What follows belongs to an exercise in optimizing a design on an open flow for small area, a short achievable clock period and few clock cycles per item; a production flow would make more cautious choices.
Only simulation tests tie the RTL to the original design; equivalence was not proved.

== fjord ==
==> flow/design.v (excerpt) <==
module lms_core #(
    parameter WIDTH = 16,
    parameter FRAC  = 8
)(
    input wire clk,
    input wire rst,
    input wire start,
    input wire signed [WIDTH-1:0] x_in,
    input wire signed [WIDTH-1:0] d_in,
    output wire signed [WIDTH-1:0] y_out,
    output wire signed [WIDTH-1:0] e_out,
    output reg done
);
==> flow/config.mk <==
export PLATFORM = sky130hd
export DESIGN_NAME = lms_core
export DESIGN_NICKNAME = lms_core
export VERILOG_FILES = /design/flow/design.v
export SDC_FILE = /design/flow/constraint.sdc
export NUM_CORES = 4
export LEC_CHECK = 0
export ABC_AREA = 1
export CAP_MARGIN = 20
export CORE_MARGIN = 2
export CORE_UTILIZATION = 55
export CTS_BUF_LIST = sky130_fd_sc_hd__clkbuf_4 sky130_fd_sc_hd__clkbuf_8
export SETUP_SLACK_MARGIN = 2.75
export SLEW_MARGIN = 20
export SYNTH_HIERARCHICAL = 1
export SYNTH_MINIMUM_KEEP_SIZE = 0
export TNS_END_PERCENT = 10
==> flow/constraint.sdc <==
create_clock -name core_clock -period 8.0 [get_ports {clk}]
set_input_delay 1.6000 -clock core_clock [delete_from_list [all_inputs] [get_ports {clk}]]
set_output_delay 1.6000 -clock core_clock [all_outputs]
set_load 0.01 [all_outputs]
run.sh (not shown) runs the stock make flow with config.mk's settings and CLKGATE_MAP_FILE= SYNTH_SCRIPT=/design/flow/synth_recipe.tcl, a recipe that flattens the netlist after the stock synthesis.
Having completed the whole flow, fjord delivered a layout that passed the timing, DRC and antenna checks.
Testbench counts of fjord, summed over its fixed seeds: cycles 6,144, items 2,048.
Setup changes, fjord to harbor
- swapping 55 for 65 in CORE_UTILIZATION
- clearing ABC_AREA, which used to be 1
--- outcome ---
Sort fjord and harbor by worst hold slack desc -> top: harbor. Between fjord and harbor, the die footprint is lower for harbor. For the total global-route track usage, harbor came in 2.9 points higher than fjord did. Between fjord and harbor, the clock sink total does not differ in any meaningful way. From fjord to harbor the numbers moved as follows: parity-gate share of the synthesized area counting xor and xnor cells moved up; simple-gate share of the synthesized area moved down; wire length reported by the detailed router moved down; final cell count moved down.
The following lists how quartz was set up differently from harbor:
- TNS_END_PERCENT: 10 -> unset
- CORE_UTILIZATION: 65 -> 55
## What came out
- Relative to harbor, the cell area of quartz is higher by 1.4%.
- harbor → quartz: non-clock buffer count dropped about 1.6%, worst setup slack +0.11 ns, worst hold slack dropped 0.0056 ns.
- Cmp quartz and harbor / global-route usage over all layers / higher: harbor
- On clock period minus final worst setup slack, the higher figure sits with harbor, not quartz.
Changes in lagoon relative to quartz:
- SETUP_SLACK_MARGIN changed from 2.75 to 2.5
- CTS_BUF_LIST removed (was sky130_fd_sc_hd__clkbuf_4 sky130_fd_sc_hd__clkbuf_8)
- CORE_UTILIZATION changed from 55 to 40
==> run notes <==
quartz | status: complete | timing, DRC, antenna: pass. The final layout from lagoon, which completed every stage, passed the timing, DRC and antenna checks at the end of the flow. lagoon against quartz; via count is down slightly. quartz → lagoon: design area has decreased; cell count now larger. Compared with quartz, lagoon shows a higher well tap count. [compare] base=quartz new=lagoon: die area went up by 37%.
The following lists how garnet was set up differently from lagoon:
- a change of SETUP_SLACK_MARGIN from 2.5 to 3.0
## What came out
- On first-iteration DRC count, lagoon loses to garnet.
- Startpoint of the worst setup timing path: v0[1] -> lagoon, ng2_0 -> garnet
- Via total after detailed routing for garnet: 1.9% up relative to lagoon
- lagoon vs garnet, destination of the critical timing path: acc_b[17] vs acc_b[18]
- Looking only at flop-to-flop setup slack, and setting everything else aside, the higher value of lagoon and garnet goes to garnet.
- lagoon reports its slowest cell on the critical path as sky130_fd_sc_hd__dfxtp_1 while garnet reports sky130_fd_sc_hd__fa_2.
- Any difference in number of hold-slack violations in the final timing report between lagoon and garnet is small enough to ignore.
- garnet vs. lagoon: routed wire length moved up, design area moved up.

* * *

try-juniper:
Starting RTL as in the previous note.
==> flow/config.mk <==
export PLATFORM = sky130hd
export DESIGN_NAME = lms_core
export DESIGN_NICKNAME = lms_core
export VERILOG_FILES = /design/flow/design.v
export SDC_FILE = /design/flow/constraint.sdc
export NUM_CORES = 4
export LEC_CHECK = 0
export CAP_MARGIN = 20
export CORE_MARGIN = 2
export CORE_UTILIZATION = 55
export CTS_BUF_LIST = sky130_fd_sc_hd__clkbuf_4 sky130_fd_sc_hd__clkbuf_8
export SETUP_SLACK_MARGIN = 2.9
export SLEW_MARGIN = 20
export SYNTH_HIERARCHICAL = 1
export SYNTH_MINIMUM_KEEP_SIZE = 0
==> flow/constraint.sdc <==
create_clock -name core_clock -period 8.0 [get_ports {clk}]
set_input_delay 1.6000 -clock core_clock [delete_from_list [all_inputs] [get_ports {clk}]]
set_output_delay 1.6000 -clock core_clock [all_outputs]
set_load 0.01 [all_outputs]
Testbench counts of try-juniper, summed over its fixed seeds: cycles 6,144, items 2,048.
Edits applied to the flow inputs when going from try-juniper to try-tundra:
- an added GPL_ROUTABILITY_DRIVEN of 0
- a change of SETUP_SLACK_MARGIN from 2.9 to 2.75
- an added TNS_END_PERCENT of 10
==> comparison <==
- Final design utilization (lower): try-tundra
- [try-tundra] cell count fell about 1.2% relative to try-juniper
- Changes observed in try-tundra relative to try-juniper: critical path depth decreased 7; multi-input combinational cell area shrank by 1100 sq um; number of post-CTS setup repair buffers fell 61.
- try-juniper ended up with acc_b[18]$_DFF_P_ as its end of the critical path; try-tundra ended up with acc_b[12]$_DFF_P_.
- NOTE final-layout clock buffer total try-juniper->try-tundra increased by a few percent
- Summary of try-tundra over try-juniper: worst hold slack after final layout down 0.026 ns; global-route wire length before repair down 3500 microns.
Edits applied to the flow inputs when going from try-tundra to try-willow:
- a change of SETUP_SLACK_MARGIN from 2.75 to 2.0
- a change of CORE_UTILIZATION from 55 to 40
- a deleted GPL_ROUTABILITY_DRIVEN that had been 0
- a deleted TNS_END_PERCENT that had been 10
- a deleted CTS_BUF_LIST that had been sky130_fd_sc_hd__clkbuf_4 sky130_fd_sc_hd__clkbuf_8
==> run notes <==
- Summary of try-willow over try-tundra: worst-case setup margin in the final layout moved down; critical path arrival now larger.
- The higher via density per instance of try-tundra and try-willow is in try-tundra.
- try-willow finished all stages; the layout is clean.
- Looking at path length in cells of the critical path, try-willow sits above try-tundra.
- The global-route wire length before repair of try-willow exceeds that of try-tundra by 2400 microns.
- try-willow vs try-tundra — via count dropped 736.
- Going from try-tundra to try-willow, the global-route usage was found to have gone down by 9.7 points.
Relative to try-willow, the following input files were edited for try-raven:
- a change of SETUP_SLACK_MARGIN from 2.0 to 2.75
Notes after the runs:
Diff try-willow -> try-raven | utilization after layout | increase of 1.5 points. Compared with try-willow, in try-raven area of the multi-input gates shows an increase of about 1.5%, clock buffer instance count of the final layout decreased by 14 relative to the old numbers.
The inputs of try-onyx differ from those of try-raven as listed below.
- an added TNS_END_PERCENT of 10
- a change of SETUP_SLACK_MARGIN from 2.75 to 2.6
- an added CTS_BUF_LIST of sky130_fd_sc_hd__clkbuf_4 sky130_fd_sc_hd__clkbuf_8
- a change of CORE_UTILIZATION from 40 to 55
Findings:
Delta (try-onyx minus try-raven): share of the final layout cell area in multi-input gates now larger, sequential fraction of total cell area now larger, count of standard-cell rows now smaller. The wire length of the first global-routing pass reported for try-onyx is smaller than that of try-raven by 0.49%.

* * *

Setup of cedar:
lms_core again, from the RTL that the note above started with.
Settings: LEC_CHECK=0, CAP_MARGIN=20, CORE_MARGIN=2, CORE_UTILIZATION=55, CTS_BUF_LIST=sky130_fd_sc_hd__clkbuf_4 sky130_fd_sc_hd__clkbuf_8, SETUP_SLACK_MARGIN=2.75, SLEW_MARGIN=20, SYNTH_HIERARCHICAL=1, SYNTH_MINIMUM_KEEP_SIZE=0, TNS_END_PERCENT=10; clock period 8.0 ns.
cedar finished every step from synthesis to the final layout, and the layout passed the timing, DRC and antenna checks.
Testbench counts of cedar, summed over its fixed seeds: cycles 6,144, items 2,048.
Relative to cedar, the following input files were edited for birch:
Settings: TNS_END_PERCENT changed from 10 to 3.
### Flow results
birch against cedar: final cell count without fillers fell about 0.35%, worst-case hold slack increased by 0.0074 ns relative to the old numbers.
From birch to cedar, xor and xnor area share after synthesis did not move at all.
birch ended with less slack of the critical path than cedar.

re-timing with driven ports:
How much do the figures lean on ideal ports? The routed layouts below were timed once more, with nothing changed but the port constraints. Step 1: set_driving_cell puts a clkbuf_16 on clk and a buf_2 on each other input, an assumption about the parent block. Step 2 also shifts input and output timing later by t, the mid clock arrival at the registers, as if the neighbouring blocks saw the same clock. a / b / c = ideal / step 1 / step 2; a / b = the first two.
run | shift t [ns] | setup WS [ns] | worst setup path after step 2 | latest minus earliest clock arrival (ns) | pins driven straight from the clock port
fjord | 0.832 | 2.682 / 2.682 / 2.682 | register to register | 0.063 / 0.063 | 1
harbor | 0.804 | 2.551 / 2.551 / 2.551 | register to register | 0.071 / 0.070 | 1
quartz | 0.821 | 2.666 / 2.666 / 2.666 | register to register | 0.063 / 0.064 | 1
lagoon | 0.736 | 2.509 / 2.509 / 2.509 | register to register | 0.023 / 0.023 | 1
garnet | 0.738 | 2.617 / 2.617 / 2.617 | register to register | 0.034 / 0.035 | 1
try-juniper | 0.833 | 2.544 / 2.544 / 2.544 | register to register | 0.038 / 0.039 | 1
try-tundra | 0.810 | 2.564 / 2.564 / 2.564 | register to register | 0.072 / 0.072 | 1
try-willow | 0.735 | 2.064 / 2.011 / 2.064 | register to register | 0.024 / 0.024 | 1
try-raven | 0.745 | 2.632 / 2.632 / 2.632 | register to register | 0.046 / 0.046 | 1
try-onyx | 0.857 | 2.460 / 2.448 / 2.460 | register to register | 0.059 / 0.059 | 1
cedar | 0.827 | 2.597 / 2.574 / 2.597 | register to register | 0.051 / 0.051 | 1
birch | 0.817 | 2.568 / 2.568 / 2.568 | register to register | 0.059 / 0.060 | 1
After both steps every run listed still meets setup and hold.
